Context: an optimization exercise on an open-source flow, tuned for small area. The choices shown serve that exercise and are no tape-out recipe. Function was checked by simulation only, so behaviour that the tests miss may differ from the original. Power figures rest on the tool's default switching activity, not on a simulated workload.

Design EmbeddedReceiver, start of the top module:
module EmbeddedReceiver #(
        parameter int   board   = 2,
        parameter int Ki =     2,
        parameter int Kp =   500,
        parameter int K0 = 335544
    )(
        input  logic        clk_i,
        input  logic        reset_i,
        input  logic        data_i,
        output logic        error_o,
        output logic        trigger_o,
        output logic [63:0] pulse_id_o
    );
Size in the first run: roughly 2,300 cells after synthesis, about 510 flip-flops, about 69 I/O pins, roughly 24,000 um^2 of cells after synthesis.
export LEC_CHECK = 0
export CAP_MARGIN = 20
export CORE_MARGIN = 2
export CORE_UTILIZATION = 40
export CTS_BUF_LIST = sky130_fd_sc_hd__clkbuf_16
export CTS_CLUSTER_DIAMETER = 100
export CTS_CLUSTER_SIZE = 30
export SLEW_MARGIN = 20
create_clock -name core_clock -period 8.0 [get_ports {clk_i}]
standard.sh (not shown) runs the stock make flow with config.mk's settings and CLKGATE_MAP_FILE= SYNTH_SCRIPT=/design/flow/synth_recipe.tcl, a recipe that flattens the netlist after the stock synthesis.
==> flow/flow/run.sh <==
#!/bin/bash
set -euo pipefail
rm -rf scripts_own
cp -r "$FLOW_HOME/scripts" scripts_own
cp flow/abc_map.script scripts_own/abc_speed.script
export BUFFER_PORTS_ARGS="-buffer_cell sky130_fd_sc_hd__buf_1"
export CTS_ARGS="-sink_clustering_enable -repair_clock_nets -dont_use_dummy_load -sink_clustering_size 30 -sink_clustering_max_diameter 100 -buf_list sky130_fd_sc_hd__clkbuf_16"
bash standard.sh SCRIPTS_DIR="$PWD/scripts_own" finish > standard.log 2>&1
==> flow/flow/abc_map.script <==
strash
&get -n
&deepsyn -T 60
&put
dch
amap
topo
stime -c
The starting point completed and failed the layout checks on negative setup slack.
==> next run, changes <==
==> flow/flow/abc_map.script (replaced) <==
strash
dch
amap
topo
stime -c
The new run reached the layout checks and failed them: negative setup slack. Fmax is higher by 1.7%. Global-route usage came out lower by 0.11 points. Area after synthesis grows by about 0.7%. Via count rose by about 0.9%. Power rises by about 2.6%. Worst setup slack gains 0.15 ns. Register-to-register slack improved by 0.15 ns. Cell count shrinks by about 2%. First-iteration DRC count rose by 11%.


Another version of the RTL of EmbeddedReceiver (not shown whole).
Size: about 3100 cells after synthesis, roughly 530 flip-flops, about 69 I/O pins, ~28000 µm² of cells after synthesis.
==> flow/config.mk <==
export PLATFORM = sky130hd
export DESIGN_NAME = EmbeddedReceiver
export DESIGN_NICKNAME = EmbeddedReceiver
export VERILOG_FILES = /design/flow/design.v
export SDC_FILE = /design/flow/constraint.sdc
export NUM_CORES = 4
export LEC_CHECK = 0
export CAP_MARGIN = 0
export CORE_MARGIN = 2
export CORE_UTILIZATION = 60
export PLACE_DENSITY = 0.75
export SLEW_MARGIN = 0
==> flow/constraint.sdc <==
create_clock -name core_clock -period 8.0 [get_ports {clk_i}]
set_input_delay 1.6000 -clock core_clock [delete_from_list [all_inputs] [get_ports {clk_i}]]
set_output_delay 1.6000 -clock core_clock [all_outputs]
set_load 0.01 [all_outputs]
run.sh (not shown) runs the stock make flow with config.mk's settings and CLKGATE_MAP_FILE= SYNTH_SCRIPT=/design/flow/synth_recipe.tcl, a recipe that flattens the netlist after the stock synthesis.
Stock flow here: none of the scripts above is used.
Edit:
Settings changed: CAP_MARGIN 0 to 20, CORE_UTILIZATION 60 to 40, CTS_BUF_LIST set to sky130_fd_sc_hd__clkbuf_16, CTS_CLUSTER_DIAMETER set to 100, CTS_CLUSTER_SIZE set to 30, PLACE_DENSITY 0.75 to not set, SLEW_MARGIN 0 to 20.
The changed run produced a clean layout.
Non-clock buffer count came out higher by 5.
Routed wire length came out lower by a few percent.
Worst setup slack improved by 0.22 ns.
Core utilization came out lower by 24 points.
Power came out lower by about a fifth.
Edit:
Settings changed: CTS_BUF_LIST sky130_fd_sc_hd__clkbuf_16 to sky130_fd_sc_hd__clkbuf_8, CTS_CLUSTER_DIAMETER 100 to 50, CTS_CLUSTER_SIZE 30 to 12.
Effect: Hold slack loses 0.0041 ns. Sequential cell count does not change. Via count climbs by about 1.3%. Worst setup slack loses 0.011 ns.
Edit:
Settings changed: CTS_BUF_LIST sky130_fd_sc_hd__clkbuf_8 to not set, CTS_CLUSTER_DIAMETER 50 to not set, CTS_CLUSTER_SIZE 12 to not set.
After rerunning: The new run produced a clean layout; worst hold slack gets worse by 0.0031 ns; setup slack gets worse by 0.0058 ns; final area went up by 1.9%; wire length hardly moves; maximum frequency barely changes; core utilization went up by 0.84 points; global-route usage stays flat; total power went up by 12%.


## run 1
EmbeddedReceiver, a different RTL version from the one above (not shown whole).
For scale: about 69 I/O pins.
## EmbeddedReceiver
module EmbeddedReceiver #(
        parameter int   board   = 2,
        parameter int Ki =     2,
        parameter int Kp =   500,
        parameter int K0 = 335544
    )(
        input  logic        clk_i,
        input  logic        reset_i,
        input  logic        data_i,
        output logic        error_o,
        output logic        trigger_o,
        output logic [63:0] pulse_id_o
    );
export LEC_CHECK = 0
export CAP_MARGIN = 0
export CORE_MARGIN = 2
export CORE_UTILIZATION = 60
export PLACE_DENSITY = 0.7
export SLEW_MARGIN = 0
create_clock -name core_clock -period 8.0 [get_ports {clk_i}]
standard.sh (not shown) runs the stock make flow with config.mk's settings and CLKGATE_MAP_FILE= SYNTH_SCRIPT=/design/flow/synth_recipe.tcl, a recipe that flattens the netlist after the stock synthesis.
==> flow/flow/run.sh <==
#!/bin/bash
set -euo pipefail
rm -rf scripts_own
cp -r "$FLOW_HOME/scripts" scripts_own
cp flow/abc_map.script scripts_own/abc_speed.script
export BUFFER_PORTS_ARGS="-buffer_cell sky130_fd_sc_hd__buf_1"
export CTS_ARGS="-sink_clustering_enable -repair_clock_nets -dont_use_dummy_load -sink_clustering_size 35 -sink_clustering_max_diameter 80 -buf_list sky130_fd_sc_hd__clkbuf_16"
bash standard.sh SCRIPTS_DIR="$PWD/scripts_own" finish > standard.log 2>&1
==> flow/flow/abc_map.script <==
strash
dch
amap
topo
stime -c
Changes in run 2 relative to run 1:
diff --git a/flow/flow/run.sh b/flow/flow/run.sh
--- a/flow/flow/run.sh
+++ b/flow/flow/run.sh
@@ -7 +7 @@
-export CTS_ARGS="-sink_clustering_enable -repair_clock_nets -dont_use_dummy_load -sink_clustering_size 35 -sink_clustering_max_diameter 80 -buf_list sky130_fd_sc_hd__clkbuf_16"
+export CTS_ARGS="-sink_clustering_enable -repair_clock_nets -dont_use_dummy_load -sink_clustering_size 30 -sink_clustering_max_diameter 150 -buf_list sky130_fd_sc_hd__clkbuf_16"
- Run 2 was carried through to the last stage, and its layout satisfied the timing, design-rule and antenna checks.
- The flow did not stop early for run 1: all stages ran, and the layout cleared the timing, design-rule and antenna checks.
- Delta (run 2 minus run 1): power share of the clock group now smaller; area of the multi-input gates comparable; via count now larger.
- Relative to run 1, the CTS clock-pin slew for the worst setup and hold paths of run 2 is higher by 20 ps.
- Run 1 consumes more power than run 2.
- Run 2 against run 1: met1 wire length saw a decrease, share of total power consumed by net switching saw an increase, sequential cell count saw little to no change, slack of the critical path saw a decrease.
- Comparing run 1 with run 2, the stage delay of the slowest cell on the critical path came out essentially unchanged.
### run 2 -> run 3
- CTS_BUF_LIST: unset -> sky130_fd_sc_hd__clkbuf_16
- CORE_UTILIZATION: 60 -> 40
- CAP_MARGIN: 0 -> 20
- CTS_CLUSTER_DIAMETER: unset -> 100
- PLACE_DENSITY: 0.7 -> unset
- CTS_CLUSTER_SIZE: unset -> 30
- SLEW_MARGIN: 0 -> 20
diff --git a/flow/flow/run.sh b/flow/flow/run.sh
--- a/flow/flow/run.sh
+++ b/flow/flow/run.sh
@@ -7 +7 @@
-export CTS_ARGS="-sink_clustering_enable -repair_clock_nets -dont_use_dummy_load -sink_clustering_size 30 -sink_clustering_max_diameter 150 -buf_list sky130_fd_sc_hd__clkbuf_16"
+export CTS_ARGS="-sink_clustering_enable -repair_clock_nets -dont_use_dummy_load -sink_clustering_size 30 -sink_clustering_max_diameter 100 -buf_list sky130_fd_sc_hd__clkbuf_16"
Diff run 2 -> run 3: design area shows an increase of 2.0%, later-pin clock latency in the skew report now larger, share of power burned in the clock network higher.
Global-route met1 utilization: run 3 vs run 2 down 10 points
Run 3: initial core utilization is 20 points lower than what run 2 reported.
Synthesis-to-finish area growth up 2.2 points in run 3 wrt run 2
Diff run 2..run 3 | number of iterations in the first detailed-routing pass | unchanged
Comparing run 3 against run 2, there is no change at all in number of top-level design ports.
The estimated power of run 3 ends up higher than the estimate for run 2.
Count of plain and timing-repair buffers in run 3 is 7 higher than in run 2
Routed wire length: run 2 and run 3 compared, lower one is run 2
What run 4 does differently from run 3 at the input level:
- CTS_BUF_LIST: sky130_fd_sc_hd__clkbuf_16 -> unset
- CTS_CLUSTER_DIAMETER: 100 -> unset
- SLEW_MARGIN: 20 -> 0
- CTS_CLUSTER_SIZE: 30 -> unset
- CORE_UTILIZATION: 40 -> 60
- CAP_MARGIN: 20 -> 0
- PLACE_DENSITY: unset -> 0.7
==> flow/flow/abc_map.script <==
strash
ifraig
dc2
dch -f
amap -m
topo
stime -c
[summary]
- Run 4 vs run 3: met1 track demand over resource in global routing up in run 4
- Taking run 3 as the reference, in run 4 clock network power share went down, worst slew margin relative to its limit went down, sequential group share of total power went up.
- Total power of the final layout, run 4 vs run 3: down by a few percent
- Cells: run 4 has fewer instances than run 3
- Higher utilization of the core after routing goes to run 4 over run 3.
For run 5, these inputs were changed with respect to run 4:
- PLACE_DENSITY now 0.8, was 0.7
- CORE_UTILIZATION now 70, was 60
==> flow/flow/abc_map.script <==
strash
dch
amap
topo
stime -c
==> comparison <==
- [compare] base=run 4 new=run 5: design area about even; wire length rose 210 um; clock-pin slew on the worst setup and hold paths about even; number of cells on the worst reg-to-reg path fell about 2.4%.
- Most common library cell in the layout ignoring fill and taps = sky130_fd_sc_hd__clkinv_1: run 4; most common library cell in the layout ignoring fill and taps = sky130_fd_sc_hd__nor2_1: run 5
Setup changes, run 5 to run 6
- putting CTS_CLUSTER_SIZE at 30 where nothing was set
- putting CTS_CLUSTER_DIAMETER at 100 where nothing was set
- clearing PLACE_DENSITY, which used to be 0.8
- swapping 70 for 40 in CORE_UTILIZATION
- swapping 0 for 20 in SLEW_MARGIN
- putting CTS_BUF_LIST at sky130_fd_sc_hd__clkbuf_16 where nothing was set
- swapping 0 for 20 in CAP_MARGIN
diff --git a/flow/flow/run.sh b/flow/flow/run.sh
--- a/flow/flow/run.sh
+++ b/flow/flow/run.sh
@@ -7 +7 @@
-export CTS_ARGS="-sink_clustering_enable -repair_clock_nets -dont_use_dummy_load -sink_clustering_size 30 -sink_clustering_max_diameter 100 -buf_list sky130_fd_sc_hd__clkbuf_16"
+export CTS_ARGS="-sink_clustering_enable -repair_clock_nets -dont_use_dummy_load -sink_clustering_size 40 -sink_clustering_max_diameter 70 -buf_list sky130_fd_sc_hd__clkbuf_16"
Relative to run 5, sequential share of power has gone down in run 6.
From run 5 to run 6 the numbers moved as follows: clock-buffer cell count +about 70%, clock latency on the worst-skew pair +20 ps.

## re-timing with driven ports
Ports are ideal in the flow. The routed layouts listed here were re-timed in OpenROAD.
Step 1, drivers: a clkbuf_16 drives clk_i and a buf_2 each remaining input, both assumed.
Step 2 moves the port delays by t, midway between the first and last clock arrival at a register: inputs arrive t later, outputs are due t later. That takes back most of the time a late clock gives input paths.
a / b / c = ideal ports / drivers / drivers and shift; a / b = the first two.
run | shift t [ns] | setup slack, ns | worst hold slack (ns) | worst setup path at the end | cell pins on the clock port's net
the first run of note 1 | 0.619 | -1.043 / -1.043 / -1.043 | 0.349 / 0.349 / 0.349 | register to register | 1
the second run of note 1 | 0.600 | -0.892 / -0.892 / -0.892 | 0.334 / 0.334 / 0.334 | register to register | 1
the first run of note 2 | 0.669 | 2.966 / 2.966 / 2.966 | 0.328 / 0.328 / 0.328 | register to register | 1
the second run of note 2 | 0.675 | 3.185 / 3.185 / 3.185 | 0.368 / 0.368 / 0.368 | register to register | 1
the third run of note 2 | 0.693 | 3.173 / 3.173 / 3.173 | 0.364 / 0.364 / 0.364 | register to register | 1
the fourth run of note 2 | 0.701 | 3.168 / 3.168 / 3.168 | 0.361 / 0.361 / 0.361 | register to register | 1
run 1 | 0.621 | 0.518 / 0.518 / 0.518 | 0.372 / 0.372 / 0.372 | register to register | 1
run 2 | 0.591 | 0.501 / 0.501 / 0.501 | 0.378 / 0.378 / 0.378 | register to register | 1
run 3 | 0.631 | 0.607 / 0.607 / 0.607 | 0.348 / 0.348 / 0.348 | register to register | 1
run 4 | 0.603 | 0.589 / 0.589 / 0.589 | 0.367 / 0.367 / 0.367 | register to register | 1
run 5 | 0.592 | 0.216 / 0.216 / 0.216 | 0.341 / 0.341 / 0.341 | register to register | 1
run 6 | 0.611 | 0.622 / 0.622 / 0.622 | 0.336 / 0.336 / 0.336 | register to register | 1
